From an optimization exercise on the open Yosys and OpenROAD flow, aimed at small area and a short achievable clock period; shortcuts taken in it are not production practice. At most, simulation tests tie the RTL to the original design; equivalence was not proved. No functional check of the RTL was part of run 1.

## flow/design.v (module list and top-level ports; edited modules follow where they fit)
// module Correlation_32: 1084 lines
// module corr32_fa: 4 lines
// module corr32_ha: 4 lines
module Correlation_32(
    input [31:0] Num_1,
    input [31:0] Num_2,
    input [31:0] Num_3,
    input [31:0] Num_4,
    input [31:0] Num_5,
    input [31:0] Num_6,
    input [31:0] Num_7,
    input [31:0] Num_8,
    input [31:0] Num_9,
    input [31:0] Num_10,
    input [31:0] Num_11,
    input [31:0] Num_12,
    input [31:0] Num_13,
    input [31:0] Num_14,
    input [31:0] Num_15,
    input [31:0] Num_16,
    input [31:0] Target_Num,
    input Clock,
    input Reset,
    output reg [3:0] Out_4
    );
  // ...
==> flow/flow/run.sh <==
#!/bin/bash
# Standard ORFS layout (the standard.sh), with the port buffers made from the
# smallest buffer cell, and timing repair aiming for 36 ns of setup slack.
set -euo pipefail
export BUFFER_PORTS_ARGS="-buffer_cell sky130_fd_sc_hd__buf_1"
export SETUP_SLACK_MARGIN=36
bash standard.sh > standard.log 2>&1
==> flow/standard.sh <==
#!/bin/bash
# synth_recipe.tcl (not shown) runs the flow's synth.tcl, then flattens the netlist and writes it again
# the make line also repeats each setting of config.mk as NAME=value (left out here)
make -C /OpenROAD-flow-scripts/flow DESIGN_CONFIG=/design/flow/config.mk WORK_HOME=/design/flow/orfs CLKGATE_MAP_FILE= SYNTH_SCRIPT=/design/flow/synth_recipe.tcl "${@:-finish}"
==> flow/config.mk <==
export PLATFORM = sky130hd
export DESIGN_NAME = Correlation_32
export DESIGN_NICKNAME = Correlation_32
export VERILOG_FILES = /design/flow/design.v
export SDC_FILE = /design/flow/constraint.sdc
export NUM_CORES = 4
export LEC_CHECK = 0
export CAP_MARGIN = 20
export CORE_MARGIN = 2
export CORE_UTILIZATION = 40
export SLEW_MARGIN = 20
export SYNTH_HIERARCHICAL = 1
export SYNTH_MINIMUM_KEEP_SIZE = 0
==> flow/constraint.sdc <==
create_clock -name core_clock -period 50.0 [get_ports {Clock}]
set_input_delay 10.0000 -clock core_clock [delete_from_list [all_inputs] [get_ports {Clock}]]
set_output_delay 10.0000 -clock core_clock [all_outputs]
set_load 0.01 [all_outputs]
==> results.json, run 1 <==
{
  "routed_wl_um": 78470,
  "ctsRootBufferMaster": "clkbuf_16",
  "seq_area_frac": 0.004212,
  "use_met2": 0.5606,
  "drv_slew": 0,
  "synthesis.nets": 2804,
  "rsz0062_at_grt": "yes",
  "clkbuf_count": 3,
  "clkTransAtPathRegs_ns": 0.03,
  "ff_latch_area_um2": 100.1,
  "routed.top_layer": "met4",
  "drt_iter0_markers": 1019,
  "status": "complete, no violations",
  "synth_area_leaders": "fa_1 45%, xor2_1 24%, ha_1 15%",
  "hold_viol_final": 0,
  "multiInputCombCellCount": 1470,
  "setup_viol": 0,
  "clk_path_buf_depth": 2,
  "synth_area_per_cell_um2": 11.50,
  "n_sequential_cell": 4,
  "grt.busiest_layer": "met2",
  "met2WireLength_um": 39240,
  "cap_viol_max_count": 0,
  "clock_cell_area_share": 0.003159,
  "numPortBuffers": 549,
  "postCtsResizedCells": 211
}
==> inputs of run 2 (changes only) <==
--- a/flow/design.v
+++ b/flow/design.v
@@ -1045,48 +1045,333 @@
   corr32_fa u_p15_25 (.a(p15_c16), .b(p15_c17), .c(p15_c18), .s(p15_s24), .co(p15_c24));
   corr32_fa u_p15_26 (.a(p15_c19), .b(p15_c20), .c(p15_s24), .s(p15_s25), .co(p15_c25));
   corr32_fa u_p15_27 (.a(p15_c21), .b(p15_s25), .c(p15_c22), .s(p15_s26), .co(p15_c26));
   corr32_ha u_p15_28 (.a(p15_c23), .b(p15_s26), .s(p15_s27), .co(p15_c27));
   corr32_fa u_p15_29 (.a(p15_c24), .b(p15_c25), .c(p15_c26), .s(p15_s28), .co(p15_c28));
   corr32_ha u_p15_30 (.a(p15_c27), .b(p15_s28), .s(p15_s29), .co(p15_c29));
   corr32_ha u_p15_31 (.a(p15_c28), .b(p15_c29), .s(p15_s30), .co(p15_c30));
   assign d0[15] = {p15_c30, p15_s30, p15_s29, p15_s27, p15_s23, p15_s15};
-  wire [5:0] d1 [0:3];
-  wire [1:0] i1 [0:3];
-  genvar g;
-  generate
-    for (g = 0; g < 4; g = g + 1) begin : g_l1
-      wire [5:0] a = d0[4*g], b = d0[4*g+1], c = d0[4*g+2], d = d0[4*g+3];
-      wire ba = b < a, ca = c < a, da = d < a, cb = c < b, db = d < b, dc = d < c;
-      wire [3:0] w;
-      assign w[0] = ~ba & ~ca & ~da;
-      assign w[1] = ba & ~cb & ~db;
-      assign w[2] = ca & cb & ~dc;
-      assign w[3] = da & db & dc;
-      assign i1[g] = {w[2] | w[3], w[1] | w[3]};
-      assign d1[g] = ({6{w[0]}} & a) | ({6{w[1]}} & b) | ({6{w[2]}} & c) | ({6{w[3]}} & d);
-    end
-  endgenerate
-  wire ba = d1[1] < d1[0], ca = d1[2] < d1[0], da = d1[3] < d1[0];
-  wire cb = d1[2] < d1[1], db = d1[3] < d1[1], dc = d1[3] < d1[2];
-  wire [3:0] w2;
-  assign w2[0] = ~ba & ~ca & ~da;
-  assign w2[1] = ba & ~cb & ~db;
-  assign w2[2] = ca & cb & ~dc;
-  assign w2[3] = da & db & dc;
-  wire [3:0] best = {w2[2] | w2[3], w2[1] | w2[3],
-                     ({2{w2[0]}} & i1[0]) | ({2{w2[1]}} & i1[1]) | ({2{w2[2]}} & i1[2]) | ({2{w2[3]}} & i1[3])};
+  wire [5:0] m0_na = ~d0[0];
+  wire [6:0] m0_c;   
+  assign m0_c[1] = d0[1][0] | m0_na[0];
+  corr32_maj u_m0_1 (.a(d0[1][1]), .b(m0_na[1]), .c(m0_c[1]), .y(m0_c[2]));
+  corr32_maj u_m0_2 (.a(d0[1][2]), .b(m0_na[2]), .c(m0_c[2]), .y(m0_c[3]));
+  corr32_maj u_m0_3 (.a(d0[1][3]), .b(m0_na[3]), .c(m0_c[3]), .y(m0_c[4]));
+  corr32_maj u_m0_4 (.a(d0[1][4]), .b(m0_na[4]), .c(m0_c[4]), .y(m0_c[5]));
+  corr32_maj u_m0_5 (.a(d0[1][5]), .b(m0_na[5]), .c(m0_c[5]), .y(m0_c[6]));
+  wire q1_0_lt10 = ~m0_c[6];
+  wire [5:0] m1_na = ~d0[0];
+  wire [6:0] m1_c;   
+  assign m1_c[1] = d0[2][0] | m1_na[0];
+  corr32_maj u_m1_1 (.a(d0[2][1]), .b(m1_na[1]), .c(m1_c[1]), .y(m1_c[2]));
+  corr32_maj u_m1_2 (.a(d0[2][2]), .b(m1_na[2]), .c(m1_c[2]), .y(m1_c[3]));
+  corr32_maj u_m1_3 (.a(d0[2][3]), .b(m1_na[3]), .c(m1_c[3]), .y(m1_c[4]));
+  corr32_maj u_m1_4 (.a(d0[2][4]), .b(m1_na[4]), .c(m1_c[4]), .y(m1_c[5]));
+  corr32_maj u_m1_5 (.a(d0[2][5]), .b(m1_na[5]), .c(m1_c[5]), .y(m1_c[6]));
+  wire q1_0_lt20 = ~m1_c[6];
+  wire [5:0] m2_na = ~d0[1];
+  wire [6:0] m2_c;   
+  assign m2_c[1] = d0[2][0] | m2_na[0];
+  corr32_maj u_m2_1 (.a(d0[2][1]), .b(m2_na[1]), .c(m2_c[1]), .y(m2_c[2]));
+  corr32_maj u_m2_2 (.a(d0[2][2]), .b(m2_na[2]), .c(m2_c[2]), .y(m2_c[3]));
+  corr32_maj u_m2_3 (.a(d0[2][3]), .b(m2_na[3]), .c(m2_c[3]), .y(m2_c[4]));
+  corr32_maj u_m2_4 (.a(d0[2][4]), .b(m2_na[4]), .c(m2_c[4]), .y(m2_c[5]));
+  corr32_maj u_m2_5 (.a(d0[2][5]), .b(m2_na[5]), .c(m2_c[5]), .y(m2_c[6]));
+  wire q1_0_lt21 = ~m2_c[6];
+  wire [5:0] m3_na = ~d0[0];
+  wire [6:0] m3_c;   
+  assign m3_c[1] = d0[3][0] | m3_na[0];
+  corr32_maj u_m3_1 (.a(d0[3][1]), .b(m3_na[1]), .c(m3_c[1]), .y(m3_c[2]));
+  corr32_maj u_m3_2 (.a(d0[3][2]), .b(m3_na[2]), .c(m3_c[2]), .y(m3_c[3]));
+  corr32_maj u_m3_3 (.a(d0[3][3]), .b(m3_na[3]), .c(m3_c[3]), .y(m3_c[4]));
+  corr32_maj u_m3_4 (.a(d0[3][4]), .b(m3_na[4]), .c(m3_c[4]), .y(m3_c[5]));
+  corr32_maj u_m3_5 (.a(d0[3][5]), .b(m3_na[5]), .c(m3_c[5]), .y(m3_c[6]));
+  wire q1_0_lt30 = ~m3_c[6];
+  wire [5:0] m4_na = ~d0[1];
+  wire [6:0] m4_c;   
+  assign m4_c[1] = d0[3][0] | m4_na[0];
+  corr32_maj u_m4_1 (.a(d0[3][1]), .b(m4_na[1]), .c(m4_c[1]), .y(m4_c[2]));
+  corr32_maj u_m4_2 (.a(d0[3][2]), .b(m4_na[2]), .c(m4_c[2]), .y(m4_c[3]));
+  corr32_maj u_m4_3 (.a(d0[3][3]), .b(m4_na[3]), .c(m4_c[3]), .y(m4_c[4]));
+  corr32_maj u_m4_4 (.a(d0[3][4]), .b(m4_na[4]), .c(m4_c[4]), .y(m4_c[5]));
+  corr32_maj u_m4_5 (.a(d0[3][5]), .b(m4_na[5]), .c(m4_c[5]), .y(m4_c[6]));
+  wire q1_0_lt31 = ~m4_c[6];
+  wire [5:0] m5_na = ~d0[2];
+  wire [6:0] m5_c;   
+  assign m5_c[1] = d0[3][0] | m5_na[0];
+  corr32_maj u_m5_1 (.a(d0[3][1]), .b(m5_na[1]), .c(m5_c[1]), .y(m5_c[2]));
+  corr32_maj u_m5_2 (.a(d0[3][2]), .b(m5_na[2]), .c(m5_c[2]), .y(m5_c[3]));
+  corr32_maj u_m5_3 (.a(d0[3][3]), .b(m5_na[3]), .c(m5_c[3]), .y(m5_c[4]));
+  corr32_maj u_m5_4 (.a(d0[3][4]), .b(m5_na[4]), .c(m5_c[4]), .y(m5_c[5]));
+  corr32_maj u_m5_5 (.a(d0[3][5]), .b(m5_na[5]), .c(m5_c[5]), .y(m5_c[6]));
+  wire q1_0_lt32 = ~m5_c[6];
+  wire q1_0_w0 = ~q1_0_lt10 & ~q1_0_lt20 & ~q1_0_lt30;
+  wire q1_0_w1 = q1_0_lt10 & ~q1_0_lt21 & ~q1_0_lt31;
+  wire q1_0_w2 = q1_0_lt20 & q1_0_lt21 & ~q1_0_lt32;
+  wire q1_0_w3 = q1_0_lt30 & q1_0_lt31 & q1_0_lt32;
+  wire i1_0_0 = (q1_0_w2 | q1_0_w3);
+  wire i1_0_1 = (q1_0_w1 | q1_0_w3);
+  wire [5:0] v1_0 = ({6{q1_0_w0}} & d0[0]) | ({6{q1_0_w1}} & d0[1]) | ({6{q1_0_w2}} & d0[2]) | ({6{q1_0_w3}} & d0[3]);
+  wire [5:0] m6_na = ~d0[4];
+  wire [6:0] m6_c;   
+  assign m6_c[1] = d0[5][0] | m6_na[0];
+  corr32_maj u_m6_1 (.a(d0[5][1]), .b(m6_na[1]), .c(m6_c[1]), .y(m6_c[2]));
+  corr32_maj u_m6_2 (.a(d0[5][2]), .b(m6_na[2]), .c(m6_c[2]), .y(m6_c[3]));
+  corr32_maj u_m6_3 (.a(d0[5][3]), .b(m6_na[3]), .c(m6_c[3]), .y(m6_c[4]));
+  corr32_maj u_m6_4 (.a(d0[5][4]), .b(m6_na[4]), .c(m6_c[4]), .y(m6_c[5]));
+  corr32_maj u_m6_5 (.a(d0[5][5]), .b(m6_na[5]), .c(m6_c[5]), .y(m6_c[6]));
+  wire q1_1_lt10 = ~m6_c[6];
+  wire [5:0] m7_na = ~d0[4];
+  wire [6:0] m7_c;   
+  assign m7_c[1] = d0[6][0] | m7_na[0];
+  corr32_maj u_m7_1 (.a(d0[6][1]), .b(m7_na[1]), .c(m7_c[1]), .y(m7_c[2]));
+  corr32_maj u_m7_2 (.a(d0[6][2]), .b(m7_na[2]), .c(m7_c[2]), .y(m7_c[3]));
+  corr32_maj u_m7_3 (.a(d0[6][3]), .b(m7_na[3]), .c(m7_c[3]), .y(m7_c[4]));
+  corr32_maj u_m7_4 (.a(d0[6][4]), .b(m7_na[4]), .c(m7_c[4]), .y(m7_c[5]));
+  corr32_maj u_m7_5 (.a(d0[6][5]), .b(m7_na[5]), .c(m7_c[5]), .y(m7_c[6]));
+  wire q1_1_lt20 = ~m7_c[6];
+  wire [5:0] m8_na = ~d0[5];
+  wire [6:0] m8_c;   
+  assign m8_c[1] = d0[6][0] | m8_na[0];
+  corr32_maj u_m8_1 (.a(d0[6][1]), .b(m8_na[1]), .c(m8_c[1]), .y(m8_c[2]));
+  corr32_maj u_m8_2 (.a(d0[6][2]), .b(m8_na[2]), .c(m8_c[2]), .y(m8_c[3]));
+  corr32_maj u_m8_3 (.a(d0[6][3]), .b(m8_na[3]), .c(m8_c[3]), .y(m8_c[4]));
+  corr32_maj u_m8_4 (.a(d0[6][4]), .b(m8_na[4]), .c(m8_c[4]), .y(m8_c[5]));
+  corr32_maj u_m8_5 (.a(d0[6][5]), .b(m8_na[5]), .c(m8_c[5]), .y(m8_c[6]));
+  wire q1_1_lt21 = ~m8_c[6];
+  wire [5:0] m9_na = ~d0[4];
+  wire [6:0] m9_c;   
+  assign m9_c[1] = d0[7][0] | m9_na[0];
+  corr32_maj u_m9_1 (.a(d0[7][1]), .b(m9_na[1]), .c(m9_c[1]), .y(m9_c[2]));
+  corr32_maj u_m9_2 (.a(d0[7][2]), .b(m9_na[2]), .c(m9_c[2]), .y(m9_c[3]));
+  corr32_maj u_m9_3 (.a(d0[7][3]), .b(m9_na[3]), .c(m9_c[3]), .y(m9_c[4]));
+  corr32_maj u_m9_4 (.a(d0[7][4]), .b(m9_na[4]), .c(m9_c[4]), .y(m9_c[5]));
+  corr32_maj u_m9_5 (.a(d0[7][5]), .b(m9_na[5]), .c(m9_c[5]), .y(m9_c[6]));
+  wire q1_1_lt30 = ~m9_c[6];
+  wire [5:0] m10_na = ~d0[5];
+  wire [6:0] m10_c;   
+  assign m10_c[1] = d0[7][0] | m10_na[0];
+  corr32_maj u_m10_1 (.a(d0[7][1]), .b(m10_na[1]), .c(m10_c[1]), .y(m10_c[2]));
+  corr32_maj u_m10_2 (.a(d0[7][2]), .b(m10_na[2]), .c(m10_c[2]), .y(m10_c[3]));
+  corr32_maj u_m10_3 (.a(d0[7][3]), .b(m10_na[3]), .c(m10_c[3]), .y(m10_c[4]));
+  corr32_maj u_m10_4 (.a(d0[7][4]), .b(m10_na[4]), .c(m10_c[4]), .y(m10_c[5]));
+  corr32_maj u_m10_5 (.a(d0[7][5]), .b(m10_na[5]), .c(m10_c[5]), .y(m10_c[6]));
+  wire q1_1_lt31 = ~m10_c[6];
+  wire [5:0] m11_na = ~d0[6];
+  wire [6:0] m11_c;   
+  assign m11_c[1] = d0[7][0] | m11_na[0];
+  corr32_maj u_m11_1 (.a(d0[7][1]), .b(m11_na[1]), .c(m11_c[1]), .y(m11_c[2]));
+  corr32_maj u_m11_2 (.a(d0[7][2]), .b(m11_na[2]), .c(m11_c[2]), .y(m11_c[3]));
+  corr32_maj u_m11_3 (.a(d0[7][3]), .b(m11_na[3]), .c(m11_c[3]), .y(m11_c[4]));
+  corr32_maj u_m11_4 (.a(d0[7][4]), .b(m11_na[4]), .c(m11_c[4]), .y(m11_c[5]));
+  corr32_maj u_m11_5 (.a(d0[7][5]), .b(m11_na[5]), .c(m11_c[5]), .y(m11_c[6]));
+  wire q1_1_lt32 = ~m11_c[6];
+  wire q1_1_w0 = ~q1_1_lt10 & ~q1_1_lt20 & ~q1_1_lt30;
+  wire q1_1_w1 = q1_1_lt10 & ~q1_1_lt21 & ~q1_1_lt31;
+  wire q1_1_w2 = q1_1_lt20 & q1_1_lt21 & ~q1_1_lt32;
+  wire q1_1_w3 = q1_1_lt30 & q1_1_lt31 & q1_1_lt32;
+  wire i1_1_0 = (q1_1_w2 | q1_1_w3);
+  wire i1_1_1 = (q1_1_w1 | q1_1_w3);
+  wire [5:0] v1_1 = ({6{q1_1_w0}} & d0[4]) | ({6{q1_1_w1}} & d0[5]) | ({6{q1_1_w2}} & d0[6]) | ({6{q1_1_w3}} & d0[7]);
+  wire [5:0] m12_na = ~d0[8];
+  wire [6:0] m12_c;   
+  assign m12_c[1] = d0[9][0] | m12_na[0];
+  corr32_maj u_m12_1 (.a(d0[9][1]), .b(m12_na[1]), .c(m12_c[1]), .y(m12_c[2]));
+  corr32_maj u_m12_2 (.a(d0[9][2]), .b(m12_na[2]), .c(m12_c[2]), .y(m12_c[3]));
+  corr32_maj u_m12_3 (.a(d0[9][3]), .b(m12_na[3]), .c(m12_c[3]), .y(m12_c[4]));
+  corr32_maj u_m12_4 (.a(d0[9][4]), .b(m12_na[4]), .c(m12_c[4]), .y(m12_c[5]));
+  corr32_maj u_m12_5 (.a(d0[9][5]), .b(m12_na[5]), .c(m12_c[5]), .y(m12_c[6]));
+  wire q1_2_lt10 = ~m12_c[6];
+  wire [5:0] m13_na = ~d0[8];
+  wire [6:0] m13_c;   
+  assign m13_c[1] = d0[10][0] | m13_na[0];
+  corr32_maj u_m13_1 (.a(d0[10][1]), .b(m13_na[1]), .c(m13_c[1]), .y(m13_c[2]));
+  corr32_maj u_m13_2 (.a(d0[10][2]), .b(m13_na[2]), .c(m13_c[2]), .y(m13_c[3]));
+  corr32_maj u_m13_3 (.a(d0[10][3]), .b(m13_na[3]), .c(m13_c[3]), .y(m13_c[4]));
+  corr32_maj u_m13_4 (.a(d0[10][4]), .b(m13_na[4]), .c(m13_c[4]), .y(m13_c[5]));
+  corr32_maj u_m13_5 (.a(d0[10][5]), .b(m13_na[5]), .c(m13_c[5]), .y(m13_c[6]));
+  wire q1_2_lt20 = ~m13_c[6];
+  wire [5:0] m14_na = ~d0[9];
+  wire [6:0] m14_c;   
+  assign m14_c[1] = d0[10][0] | m14_na[0];
+  corr32_maj u_m14_1 (.a(d0[10][1]), .b(m14_na[1]), .c(m14_c[1]), .y(m14_c[2]));
+  corr32_maj u_m14_2 (.a(d0[10][2]), .b(m14_na[2]), .c(m14_c[2]), .y(m14_c[3]));
+  corr32_maj u_m14_3 (.a(d0[10][3]), .b(m14_na[3]), .c(m14_c[3]), .y(m14_c[4]));
+  corr32_maj u_m14_4 (.a(d0[10][4]), .b(m14_na[4]), .c(m14_c[4]), .y(m14_c[5]));
+  corr32_maj u_m14_5 (.a(d0[10][5]), .b(m14_na[5]), .c(m14_c[5]), .y(m14_c[6]));
+  wire q1_2_lt21 = ~m14_c[6];
+  wire [5:0] m15_na = ~d0[8];
+  wire [6:0] m15_c;   
+  assign m15_c[1] = d0[11][0] | m15_na[0];
+  corr32_maj u_m15_1 (.a(d0[11][1]), .b(m15_na[1]), .c(m15_c[1]), .y(m15_c[2]));
+  corr32_maj u_m15_2 (.a(d0[11][2]), .b(m15_na[2]), .c(m15_c[2]), .y(m15_c[3]));
+  corr32_maj u_m15_3 (.a(d0[11][3]), .b(m15_na[3]), .c(m15_c[3]), .y(m15_c[4]));
+  corr32_maj u_m15_4 (.a(d0[11][4]), .b(m15_na[4]), .c(m15_c[4]), .y(m15_c[5]));
+  corr32_maj u_m15_5 (.a(d0[11][5]), .b(m15_na[5]), .c(m15_c[5]), .y(m15_c[6]));
+  wire q1_2_lt30 = ~m15_c[6];
+  wire [5:0] m16_na = ~d0[9];
+  wire [6:0] m16_c;   
+  assign m16_c[1] = d0[11][0] | m16_na[0];
+  corr32_maj u_m16_1 (.a(d0[11][1]), .b(m16_na[1]), .c(m16_c[1]), .y(m16_c[2]));
+  corr32_maj u_m16_2 (.a(d0[11][2]), .b(m16_na[2]), .c(m16_c[2]), .y(m16_c[3]));
+  corr32_maj u_m16_3 (.a(d0[11][3]), .b(m16_na[3]), .c(m16_c[3]), .y(m16_c[4]));
+  corr32_maj u_m16_4 (.a(d0[11][4]), .b(m16_na[4]), .c(m16_c[4]), .y(m16_c[5]));
+  corr32_maj u_m16_5 (.a(d0[11][5]), .b(m16_na[5]), .c(m16_c[5]), .y(m16_c[6]));
+  wire q1_2_lt31 = ~m16_c[6];
+  wire [5:0] m17_na = ~d0[10];
+  wire [6:0] m17_c;   
+  assign m17_c[1] = d0[11][0] | m17_na[0];
+  corr32_maj u_m17_1 (.a(d0[11][1]), .b(m17_na[1]), .c(m17_c[1]), .y(m17_c[2]));
+  corr32_maj u_m17_2 (.a(d0[11][2]), .b(m17_na[2]), .c(m17_c[2]), .y(m17_c[3]));
+  corr32_maj u_m17_3 (.a(d0[11][3]), .b(m17_na[3]), .c(m17_c[3]), .y(m17_c[4]));
+  corr32_maj u_m17_4 (.a(d0[11][4]), .b(m17_na[4]), .c(m17_c[4]), .y(m17_c[5]));
+  corr32_maj u_m17_5 (.a(d0[11][5]), .b(m17_na[5]), .c(m17_c[5]), .y(m17_c[6]));
+  wire q1_2_lt32 = ~m17_c[6];
+  wire q1_2_w0 = ~q1_2_lt10 & ~q1_2_lt20 & ~q1_2_lt30;
+  wire q1_2_w1 = q1_2_lt10 & ~q1_2_lt21 & ~q1_2_lt31;
+  wire q1_2_w2 = q1_2_lt20 & q1_2_lt21 & ~q1_2_lt32;
+  wire q1_2_w3 = q1_2_lt30 & q1_2_lt31 & q1_2_lt32;
+  wire i1_2_0 = (q1_2_w2 | q1_2_w3);
+  wire i1_2_1 = (q1_2_w1 | q1_2_w3);
+  wire [5:0] v1_2 = ({6{q1_2_w0}} & d0[8]) | ({6{q1_2_w1}} & d0[9]) | ({6{q1_2_w2}} & d0[10]) | ({6{q1_2_w3}} & d0[11]);
+  wire [5:0] m18_na = ~d0[12];
+  wire [6:0] m18_c;   
+  assign m18_c[1] = d0[13][0] | m18_na[0];
+  corr32_maj u_m18_1 (.a(d0[13][1]), .b(m18_na[1]), .c(m18_c[1]), .y(m18_c[2]));
+  corr32_maj u_m18_2 (.a(d0[13][2]), .b(m18_na[2]), .c(m18_c[2]), .y(m18_c[3]));
+  corr32_maj u_m18_3 (.a(d0[13][3]), .b(m18_na[3]), .c(m18_c[3]), .y(m18_c[4]));
+  corr32_maj u_m18_4 (.a(d0[13][4]), .b(m18_na[4]), .c(m18_c[4]), .y(m18_c[5]));
+  corr32_maj u_m18_5 (.a(d0[13][5]), .b(m18_na[5]), .c(m18_c[5]), .y(m18_c[6]));
+  wire q1_3_lt10 = ~m18_c[6];
+  wire [5:0] m19_na = ~d0[12];
+  wire [6:0] m19_c;   
+  assign m19_c[1] = d0[14][0] | m19_na[0];
+  corr32_maj u_m19_1 (.a(d0[14][1]), .b(m19_na[1]), .c(m19_c[1]), .y(m19_c[2]));
+  corr32_maj u_m19_2 (.a(d0[14][2]), .b(m19_na[2]), .c(m19_c[2]), .y(m19_c[3]));
+  corr32_maj u_m19_3 (.a(d0[14][3]), .b(m19_na[3]), .c(m19_c[3]), .y(m19_c[4]));
+  corr32_maj u_m19_4 (.a(d0[14][4]), .b(m19_na[4]), .c(m19_c[4]), .y(m19_c[5]));
+  corr32_maj u_m19_5 (.a(d0[14][5]), .b(m19_na[5]), .c(m19_c[5]), .y(m19_c[6]));
+  wire q1_3_lt20 = ~m19_c[6];
+  wire [5:0] m20_na = ~d0[13];
+  wire [6:0] m20_c;   
+  assign m20_c[1] = d0[14][0] | m20_na[0];
+  corr32_maj u_m20_1 (.a(d0[14][1]), .b(m20_na[1]), .c(m20_c[1]), .y(m20_c[2]));
+  corr32_maj u_m20_2 (.a(d0[14][2]), .b(m20_na[2]), .c(m20_c[2]), .y(m20_c[3]));
+  corr32_maj u_m20_3 (.a(d0[14][3]), .b(m20_na[3]), .c(m20_c[3]), .y(m20_c[4]));
+  corr32_maj u_m20_4 (.a(d0[14][4]), .b(m20_na[4]), .c(m20_c[4]), .y(m20_c[5]));
+  corr32_maj u_m20_5 (.a(d0[14][5]), .b(m20_na[5]), .c(m20_c[5]), .y(m20_c[6]));
+  wire q1_3_lt21 = ~m20_c[6];
+  wire [5:0] m21_na = ~d0[12];
+  wire [6:0] m21_c;   
+  assign m21_c[1] = d0[15][0] | m21_na[0];
+  corr32_maj u_m21_1 (.a(d0[15][1]), .b(m21_na[1]), .c(m21_c[1]), .y(m21_c[2]));
+  corr32_maj u_m21_2 (.a(d0[15][2]), .b(m21_na[2]), .c(m21_c[2]), .y(m21_c[3]));
+  corr32_maj u_m21_3 (.a(d0[15][3]), .b(m21_na[3]), .c(m21_c[3]), .y(m21_c[4]));
+  corr32_maj u_m21_4 (.a(d0[15][4]), .b(m21_na[4]), .c(m21_c[4]), .y(m21_c[5]));
+  corr32_maj u_m21_5 (.a(d0[15][5]), .b(m21_na[5]), .c(m21_c[5]), .y(m21_c[6]));
+  wire q1_3_lt30 = ~m21_c[6];
+  wire [5:0] m22_na = ~d0[13];
+  wire [6:0] m22_c;   
+  assign m22_c[1] = d0[15][0] | m22_na[0];
+  corr32_maj u_m22_1 (.a(d0[15][1]), .b(m22_na[1]), .c(m22_c[1]), .y(m22_c[2]));
+  corr32_maj u_m22_2 (.a(d0[15][2]), .b(m22_na[2]), .c(m22_c[2]), .y(m22_c[3]));
+  corr32_maj u_m22_3 (.a(d0[15][3]), .b(m22_na[3]), .c(m22_c[3]), .y(m22_c[4]));
+  corr32_maj u_m22_4 (.a(d0[15][4]), .b(m22_na[4]), .c(m22_c[4]), .y(m22_c[5]));
+  corr32_maj u_m22_5 (.a(d0[15][5]), .b(m22_na[5]), .c(m22_c[5]), .y(m22_c[6]));
+  wire q1_3_lt31 = ~m22_c[6];
+  wire [5:0] m23_na = ~d0[14];
+  wire [6:0] m23_c;   
+  assign m23_c[1] = d0[15][0] | m23_na[0];
+  corr32_maj u_m23_1 (.a(d0[15][1]), .b(m23_na[1]), .c(m23_c[1]), .y(m23_c[2]));
+  corr32_maj u_m23_2 (.a(d0[15][2]), .b(m23_na[2]), .c(m23_c[2]), .y(m23_c[3]));
+  corr32_maj u_m23_3 (.a(d0[15][3]), .b(m23_na[3]), .c(m23_c[3]), .y(m23_c[4]));
+  corr32_maj u_m23_4 (.a(d0[15][4]), .b(m23_na[4]), .c(m23_c[4]), .y(m23_c[5]));
+  corr32_maj u_m23_5 (.a(d0[15][5]), .b(m23_na[5]), .c(m23_c[5]), .y(m23_c[6]));
+  wire q1_3_lt32 = ~m23_c[6];
+  wire q1_3_w0 = ~q1_3_lt10 & ~q1_3_lt20 & ~q1_3_lt30;
+  wire q1_3_w1 = q1_3_lt10 & ~q1_3_lt21 & ~q1_3_lt31;
+  wire q1_3_w2 = q1_3_lt20 & q1_3_lt21 & ~q1_3_lt32;
+  wire q1_3_w3 = q1_3_lt30 & q1_3_lt31 & q1_3_lt32;
+  wire i1_3_0 = (q1_3_w2 | q1_3_w3);
+  wire i1_3_1 = (q1_3_w1 | q1_3_w3);
+  wire [5:0] v1_3 = ({6{q1_3_w0}} & d0[12]) | ({6{q1_3_w1}} & d0[13]) | ({6{q1_3_w2}} & d0[14]) | ({6{q1_3_w3}} & d0[15]);
+  wire [5:0] m24_na = ~v1_0;
+  wire [6:0] m24_c;   
+  assign m24_c[1] = v1_1[0] | m24_na[0];
+  corr32_maj u_m24_1 (.a(v1_1[1]), .b(m24_na[1]), .c(m24_c[1]), .y(m24_c[2]));
+  corr32_maj u_m24_2 (.a(v1_1[2]), .b(m24_na[2]), .c(m24_c[2]), .y(m24_c[3]));
+  corr32_maj u_m24_3 (.a(v1_1[3]), .b(m24_na[3]), .c(m24_c[3]), .y(m24_c[4]));
+  corr32_maj u_m24_4 (.a(v1_1[4]), .b(m24_na[4]), .c(m24_c[4]), .y(m24_c[5]));
+  corr32_maj u_m24_5 (.a(v1_1[5]), .b(m24_na[5]), .c(m24_c[5]), .y(m24_c[6]));
+  wire q2_0_lt10 = ~m24_c[6];
+  wire [5:0] m25_na = ~v1_0;
+  wire [6:0] m25_c;   
+  assign m25_c[1] = v1_2[0] | m25_na[0];
+  corr32_maj u_m25_1 (.a(v1_2[1]), .b(m25_na[1]), .c(m25_c[1]), .y(m25_c[2]));
+  corr32_maj u_m25_2 (.a(v1_2[2]), .b(m25_na[2]), .c(m25_c[2]), .y(m25_c[3]));
+  corr32_maj u_m25_3 (.a(v1_2[3]), .b(m25_na[3]), .c(m25_c[3]), .y(m25_c[4]));
+  corr32_maj u_m25_4 (.a(v1_2[4]), .b(m25_na[4]), .c(m25_c[4]), .y(m25_c[5]));
+  corr32_maj u_m25_5 (.a(v1_2[5]), .b(m25_na[5]), .c(m25_c[5]), .y(m25_c[6]));
+  wire q2_0_lt20 = ~m25_c[6];
+  wire [5:0] m26_na = ~v1_1;
+  wire [6:0] m26_c;   
+  assign m26_c[1] = v1_2[0] | m26_na[0];
+  corr32_maj u_m26_1 (.a(v1_2[1]), .b(m26_na[1]), .c(m26_c[1]), .y(m26_c[2]));
+  corr32_maj u_m26_2 (.a(v1_2[2]), .b(m26_na[2]), .c(m26_c[2]), .y(m26_c[3]));
+  corr32_maj u_m26_3 (.a(v1_2[3]), .b(m26_na[3]), .c(m26_c[3]), .y(m26_c[4]));
+  corr32_maj u_m26_4 (.a(v1_2[4]), .b(m26_na[4]), .c(m26_c[4]), .y(m26_c[5]));
+  corr32_maj u_m26_5 (.a(v1_2[5]), .b(m26_na[5]), .c(m26_c[5]), .y(m26_c[6]));
+  wire q2_0_lt21 = ~m26_c[6];
+  wire [5:0] m27_na = ~v1_0;
+  wire [6:0] m27_c;   
+  assign m27_c[1] = v1_3[0] | m27_na[0];
+  corr32_maj u_m27_1 (.a(v1_3[1]), .b(m27_na[1]), .c(m27_c[1]), .y(m27_c[2]));
+  corr32_maj u_m27_2 (.a(v1_3[2]), .b(m27_na[2]), .c(m27_c[2]), .y(m27_c[3]));
+  corr32_maj u_m27_3 (.a(v1_3[3]), .b(m27_na[3]), .c(m27_c[3]), .y(m27_c[4]));
+  corr32_maj u_m27_4 (.a(v1_3[4]), .b(m27_na[4]), .c(m27_c[4]), .y(m27_c[5]));
+  corr32_maj u_m27_5 (.a(v1_3[5]), .b(m27_na[5]), .c(m27_c[5]), .y(m27_c[6]));
+  wire q2_0_lt30 = ~m27_c[6];
+  wire [5:0] m28_na = ~v1_1;
+  wire [6:0] m28_c;   
+  assign m28_c[1] = v1_3[0] | m28_na[0];
+  corr32_maj u_m28_1 (.a(v1_3[1]), .b(m28_na[1]), .c(m28_c[1]), .y(m28_c[2]));
+  corr32_maj u_m28_2 (.a(v1_3[2]), .b(m28_na[2]), .c(m28_c[2]), .y(m28_c[3]));
+  corr32_maj u_m28_3 (.a(v1_3[3]), .b(m28_na[3]), .c(m28_c[3]), .y(m28_c[4]));
+  corr32_maj u_m28_4 (.a(v1_3[4]), .b(m28_na[4]), .c(m28_c[4]), .y(m28_c[5]));
+  corr32_maj u_m28_5 (.a(v1_3[5]), .b(m28_na[5]), .c(m28_c[5]), .y(m28_c[6]));
+  wire q2_0_lt31 = ~m28_c[6];
+  wire [5:0] m29_na = ~v1_2;
+  wire [6:0] m29_c;   
+  assign m29_c[1] = v1_3[0] | m29_na[0];
+  corr32_maj u_m29_1 (.a(v1_3[1]), .b(m29_na[1]), .c(m29_c[1]), .y(m29_c[2]));
+  corr32_maj u_m29_2 (.a(v1_3[2]), .b(m29_na[2]), .c(m29_c[2]), .y(m29_c[3]));
+  corr32_maj u_m29_3 (.a(v1_3[3]), .b(m29_na[3]), .c(m29_c[3]), .y(m29_c[4]));
+  corr32_maj u_m29_4 (.a(v1_3[4]), .b(m29_na[4]), .c(m29_c[4]), .y(m29_c[5]));
+  corr32_maj u_m29_5 (.a(v1_3[5]), .b(m29_na[5]), .c(m29_c[5]), .y(m29_c[6]));
+  wire q2_0_lt32 = ~m29_c[6];
+  wire q2_0_w0 = ~q2_0_lt10 & ~q2_0_lt20 & ~q2_0_lt30;
+  wire q2_0_w1 = q2_0_lt10 & ~q2_0_lt21 & ~q2_0_lt31;
+  wire q2_0_w2 = q2_0_lt20 & q2_0_lt21 & ~q2_0_lt32;
+  wire q2_0_w3 = q2_0_lt30 & q2_0_lt31 & q2_0_lt32;
+  wire i2_0_0 = (q2_0_w2 | q2_0_w3);
+  wire i2_0_1 = (q2_0_w1 | q2_0_w3);
+  wire i2_0_2 = ((q2_0_w0 & i1_0_0) | (q2_0_w1 & i1_1_0) | (q2_0_w2 & i1_2_0) | (q2_0_w3 & i1_3_0));
+  wire i2_0_3 = ((q2_0_w0 & i1_0_1) | (q2_0_w1 & i1_1_1) | (q2_0_w2 & i1_2_1) | (q2_0_w3 & i1_3_1));
+  wire [3:0] best = {i2_0_0, i2_0_1, i2_0_2, i2_0_3};
   always @(posedge Clock or posedge Reset) begin
     if (Reset)
       Out_4 <= 4'd0;
     else
       Out_4 <= best;
   end
 endmodule
 module corr32_fa(input a, input b, input c, output s, output co);
   assign s = a ^ b ^ c;
   assign co = (a & b) | (c & (a | b));
 endmodule
+module corr32_maj(input a, input b, input c, output y);
+  assign y = (a & b) | (c & (a | b));
+endmodule
 module corr32_ha(input a, input b, output s, output co);
   assign s = a ^ b;
   assign co = a & b;
 endmodule
==> flow/flow/run.sh (replaced) <==
#!/bin/bash
# Standard ORFS layout (the standard.sh), with the port buffers made from the
# smallest buffer cell, and timing repair aiming for 33 ns of setup slack.
set -euo pipefail
export BUFFER_PORTS_ARGS="-buffer_cell sky130_fd_sc_hd__buf_1"
export SETUP_SLACK_MARGIN=33
bash standard.sh > standard.log 2>&1
==> results.json, run 2 <==
{
  "avgRoutedWirePerCell_um": 29.46,
  "yosysMostFrequentCell": "xor2_1",
  "clk_path_buf_depth": 2,
  "ys_ff_latch": 4,
  "diodes": 0,
  "cap_viol_max_count": 0,
  "core_area_mm2": 0.04279,
  "nNetsFinal": 3001,
  "setup_viol": 0,
  "finalSetupTns_ns": 0,
  "dpl.hpwl_um": 57850,
  "die-width_um": 211.6,
  "io-pin-count": 550,
  "rows": 76,
  "status": "complete, no violations",
  "synth_area_mm2": 0.01724,
  "largest_reg_flops": 4,
  "area_growth_pct": 28.23,
  "drv_slew": 0,
  "numPortBuffers": 549,
  "rsz0062_at_grt": "yes",
  "numCtsBuffers": 3,
  "die-area_mm2": 0.04478,
  "tritoncts": "built",
  "drt_iter0_markers": 966,
  "ctsRootBufferMaster": "clkbuf_16",
  "drive_above_1_share": 0.2340,
  "top_register": "Out_4",
  "ys_seq_area_frac": 0.005805,
  "drtAntennaViolNets": 0,
  "nFillCells": 3866,
  "vias": 13469,
  "cpMaxStageDelayCell": "fa_1",
  "synthCells": 1429,
  "ys.flop_type": "dfrtp_1",
  "overflow": 0,
  "cpLargestDelayFamily": "adder cells",
  "timing.hold.ws_ns": 9.687,
  "synth_area_per_cell_um2": 12.07,
  "cts_hold_buf": 0,
  "grt_usage": 0.3226,
  "startpoint_type": "input pin",
  "multiInputGateArea_mm2": 0.01796,
  "max_stage_delay_ns": 0.54,
  "drc": 0,
  "cp_num_buf_inv": 1,
  "initial_core_util": 0.4030,
  "grt_max_degree": 17,
  "ff_latch_area_um2": 100.1,
  "critPathLaunch": "Target_Num[24]",
  "setup_ws_ns": 32.65,
  "slew_headroom": 0.3814,
  "dpl_worst_slack_ns": 31.64,
  "first_pass_iters": 5,
  "path_max_fanout": 16,
  "final_common_cell": "buf_1",
  "netlist_top_cells_count": "512 x xor2_1, 416 x fa_1, 150 x maj3_2",
  "synth_edf_count": 0,
  "synthesis.nets": 2471,
  "worstMarginPinSlew_ns": 0.9208,
  "synth-async-reset-ratio": 1.000,
  "synth_warnings": 7,
  "chipHeight_um": 211.6,
  "hold_viol_final": 0,
  "cp_cell_sequence": "clkbuf_16 -> xor2_1 -> fa_1 -> fa_1 -> fa_1 -> ha_1 -> fa_1 -> fa_2 -> ha_1 -> maj3_2 -> maj3_2 -> maj3_2 -> maj3_2 -> and4b_1 -> nor4_4 -> nand2b_1 -> maj3_2 -> maj3_2 -> maj3_2 -> maj3_2 -> maj3_2 -> nor3b_2 -> or2_2",
  "most-common-layout-cells": "516 x buf_1, 400 x xor2_1, 370 x fa_1",
  "cp_num_cells": 23,
  "clkTransAtPathRegs_ns": 0.03,
  "required_ns": 50.10,
  "gp_congestion": 0.9294,
  "crit_top_cell": "maj3_2",
  "fin_crit_ns": 17.35,
  "grt_pass1_vias": 15392,
  "fmax_mhz": 57.65,
  "post-route-cell-area_mm2": 0.02211,
  "arrival_ns": 17.44,
  "yosysTopAreaCell": "fa_1",
  "grt_pass1_wl_um": 101100,
  "fin_crit_sh": 0.3469,
  "synthDistinctLibCells": 38,
  "yosysTopAreaCellShare": 0.4830,
  "synth_area_leaders": "fa_1 48%, xor2_1 26%, maj3_2 9.8%",
  "cts.sinks": 4,
  "antenna_found_initial": 2,
  "vias_per_cell": 5.381,
  "worstSetupPathType": "input pin to register",
  "post_dp_cell_area_mm2": 0.02017,
  "routed_wl_um": 73730,
  "endpoint_kind": "register",
  "htree_levels": 1,
  "holdCritPathClass": "input pin to asynchronous set/reset pin",
  "top_regs": "Out_4: 4 flops"
}
[run 2: worst paths after layout]
| path | end | slack, ns |
|---|---|---|
| max in group asynchronous | Out_4[0] | 40.16 |
| min in group core_clock | Out_4[2] | 10.79 |
| min | Out_4[2] | 9.69 |
| max | Out_4[3] | 32.65 |
[run 2: kinds of logic after synthesis]
family | share of synthesized area
AO/OA/AOI/OAI | 0.02801
XOR/XNOR | 0.2601
adder cells (fa/ha/maj) | 0.6390
buffers and inverters | 0.03367
flip-flops | 0.005805
AND/OR/NAND/NOR | 0.03345
[run 2: area by class of cell]
cell class | count | area share
clock buffers | 3 | 0.003395
flip-flops and latches | 4 | 0.004527
multi-input cells | 1295 | 0.8123
inverters | 61 | 0.01036
repair buffers | 594 | 0.1385
well taps | 546 | 0.03090
[run 2: through the flow]
stage | utilization | std cells
after floorplan | - | 1429
after global routing | 0.5167 | 2503
final | 0.5167 | 2503
after detailed placement | 0.4713 | 2457
after global placement | 0.4713 | 2457
after CTS | 0.5032 | 2486
[run 2: modules after synthesis, one instance, submodules excluded]
module | flip-flops and latches | times used | cells inside
corr32_ha | 0 | 80 | 1
corr32_maj | 0 | 150 | 1
Correlation_32 | 4 | 1 | 783
corr32_fa | 0 | 416 | 1
[run 2: repair_timing]
item	4_1_cts	5_1_grt
gates cloned	8	4
pin swaps	61	67
resized for setup	175	66
hold endpoints to repair	0	0
setup buffers	18	13
setup endpoints to repair	4	4
[run 2: metal layers]
metal	vias up	wire, um	track usage
met4	6	2473	0.1071
li1	5547	-	-
met2	747	37380	0.5734
met5	-	126	0
met1	7066	28020	0.3962
met3	103	5728	0.05711
==> inputs of run 3 (changes only) <==
==> flow/flow/run.sh (replaced) <==
#!/bin/bash
# Standard ORFS layout (the standard.sh), with the port buffers made from the
# smallest buffer cell, and timing repair aiming for 32 ns of setup slack.
set -euo pipefail
export BUFFER_PORTS_ARGS="-buffer_cell sky130_fd_sc_hd__buf_1"
export SETUP_SLACK_MARGIN=32
bash standard.sh > standard.log 2>&1
==> results.json, run 3 <==
{
  "ctsRootBufferMaster": "clkbuf_16",
  "worstSetupPathType": "input pin to register",
  "holdCritPathClass": "input pin to asynchronous set/reset pin",
  "drive_above_1_share": 0.1150,
  "path_max_fanout": 16,
  "yosysMostFrequentCell": "xor2_1",
  "max_stage_delay_ns": 0.55,
  "grt_pass1_wl_um": 95910,
  "yosysTopAreaCell": "fa_1",
  "clkTransAtPathRegs_ns": 0.03,
  "vias": 13075,
  "die-area_mm2": 0.04478,
  "avgRoutedWirePerCell_um": 27.32,
  "routed.top_layer": "met4",
  "ys_ff_latch": 4,
  "largest_reg_flops": 4,
  "nFillCells": 4065,
  "tritoncts": "built",
  "synth-async-reset-ratio": 1.000,
  "dpl_worst_slack_ns": 31.38,
  "fin_crit_sh": 0.3554,
  "io-pin-count": 550,
  "worstMarginPinSlew_ns": 1.057,
  "grt_max_degree": 17,
  "numCtsBuffers": 3,
  "die-width_um": 211.6,
  "most-common-layout-cells": "517 x buf_1, 503 x xor2_1, 416 x fa_1",
  "startpoint_type": "input pin",
  "overflow": 0,
  "slew_headroom": 0.2953,
  "initial_core_util": 0.4030,
  "setup_viol": 0,
  "dpl.hpwl_um": 55290,
  "drv_slew": 0,
  "synth_area_mm2": 0.01724,
  "required_ns": 50.10,
  "status": "complete, no violations",
  "hold_viol_final": 0,
  "area_growth_pct": 16.54,
  "cpMaxStageDelayCell": "fa_1",
  "ys.flop_type": "dfrtp_1",
  "met2WireLength_um": 31870,
  "ys_seq_area_frac": 0.005805,
  "routed_wl_um": 67430,
  "first_pass_iters": 5,
  "chipHeight_um": 211.6,
  "synth_edf_count": 0,
  "fin_crit_ns": 17.77,
  "core_area_mm2": 0.04279,
  "final_common_cell": "buf_1",
  "cts.sinks": 4,
  "synth_top_family_by_area": "adder cells",
  "arrival_ns": 17.87,
  "antenna_found_initial": 1,
  "cap_viol_max_count": 0,
  "synth-xor-area-share": 0.2601,
  "synthesis.nets": 2471,
  "wl_met1_um": 26170,
  "synth_compound_area_frac": 0.02801,
  "crit_top_cell": "maj3_2",
  "top_regs": "Out_4: 4 flops",
  "top_register": "Out_4",
  "drt_iter0_markers": 729,
  "synthSimpleGateAreaFrac": 0.03345,
  "nNetsFinal": 2965,
  "netlist_top_cells_count": "512 x xor2_1, 416 x fa_1, 150 x maj3_2",
  "vias_per_cell": 5.298,
  "numPortBuffers": 549,
  "synthCells": 1429,
  "synth_area_leaders": "fa_1 48%, xor2_1 26%, maj3_2 9.8%",
  "gp_congestion": 1.002,
  "synthDistinctLibCells": 38,
  "drtAntennaViolNets": 0,
  "htree_levels": 1,
  "fmax_mhz": 56.28,
  "rows": 76,
  "drc": 0,
  "yosysTopAreaCellShare": 0.4830,
  "grt_pass1_vias": 14866,
  "synthMuxAreaShare": 0,
  "clk_path_buf_depth": 2,
  "synth_warnings": 7,
  "dr_wl_met3_um": 5427,
  "grt_usage": 0.3025,
  "synth_area_per_cell_um2": 12.07,
  "setup_ws_ns": 32.23,
  "rsz0062_at_grt": "no",
  "endpoint_kind": "register",
  "synth-adder-area-share": 0.6390,
  "finalSetupTns_ns": 0,
  "cts_setup_buffers": 0
}
run 3: cell types whose count changed in the layout (fill, tap and decap cells not counted), sizes merged:
cell,previous run,this run
clkbuf,42,16
buf,555,545
diode,0,1
run 3: metrics by stage:
step / util / hold WS (ns) / area, um2 / cells
5_1_grt: 0.4696 / 9.702 / 20100 / 2468
2_1_floorplan: - / 9.766 / 17240 / 1429
4_1_cts: 0.4651 / 9.688 / 19900 / 2467
3_5_place_dp: 0.4614 / 9.919 / 19740 / 2464
6_report: 0.4696 / 9.691 / 20100 / 2468
3_3_place_gp: 0.4614 / 9.917 / 19740 / 2464
run 3: timing repair:
item	in CTS	in global routing
gates resized for setup	28	63
cloned	0	0
hold buffers	0	0
endpoints found under the setup margin	4	4
run 3: cell type report:
type	instances	area [um2]	share of cell area
antenna	1	2.502	0.0001245
clock buffer	3	75.07	0.003736
tap	546	683.2	0.03400
sequential	4	100.1	0.004981
multi-input combinational	1295	16670	0.8298
inverter	61	229.0	0.01139
timing repair buffer	558	2331	0.1160
run 3: cell families after synthesis:
kind of cell             Yosys count
buffers and inverters            130
AO/OA/AOI/OAI                     58
XOR/XNOR                         512
adder cells (fa/ha/maj)          646
flip-flops                         4
AND/OR/NAND/NOR                   79
run 3: per-module statistics from Yosys, one instance, submodules excluded:
module | flops+latches | copies in the design | cells inside | cell area (um2)
Correlation_32 | 4 | 1 | 783 | 6225
corr32_fa | 0 | 416 | 1 | 20.02
corr32_ha | 0 | 80 | 1 | 12.51
corr32_maj | 0 | 150 | 1 | 11.26
run 3: final timing paths:
check | startpoint | endpoint | slack [ns]
setup / recovery | Target_Num[19] | Out_4[2] | 32.23
max in group asynchronous | Reset | Out_4[1] | 40.12
min in group core_clock | Out_4[0] | Out_4[0] | 10.76
hold / removal | Reset | Out_4[2] | 9.69
run 3: routing by layer:
metal,track usage,vias to the layer above
met5,0,-
met4,0.1489,0
li1,-,5572
met1,0.3830,6655
met3,0.05741,145
met2,0.4975,703
run 3: critical path: cells and delay by family:
kind,cells,cell delay [ns]
simple gates,3,0.71
compound gates,2,0.57
xor+xnor,1,0.25
fa+ha+maj,16,5.84
buf+inv,3,0.45

==> port drivers added, routing unchanged <==
Ports are ideal in the flow. The routed layouts listed here were re-timed in OpenROAD. Step 1 assumes that a clkbuf_16 drives the clock port and a buf_2 every other input. Step 2 times the ports against the registers' clock, not the clock port: input delays grow and output delays shrink by t, the midpoint of the rising clock arrivals with the driver on. Three values: no drivers, after step 1, after step 2; two values: the first two.
run | t, ns | setup WS [ns] | worst setup path at the end | cell pins on the clock port's net
run 1 | 0.258 | 32.946 / 32.951 / 32.694 | input to register | 1
run 2 | 0.270 | 32.654 / 32.534 / 32.264 | input to register | 1
run 3 | 0.274 | 32.230 / 32.260 / 31.986 | input to register | 1
After both steps every run listed still meets setup and hold. For run 2, which loses most, drivers alone change the setup slack by -0.120 ns; drivers and shift together by -0.390 ns.
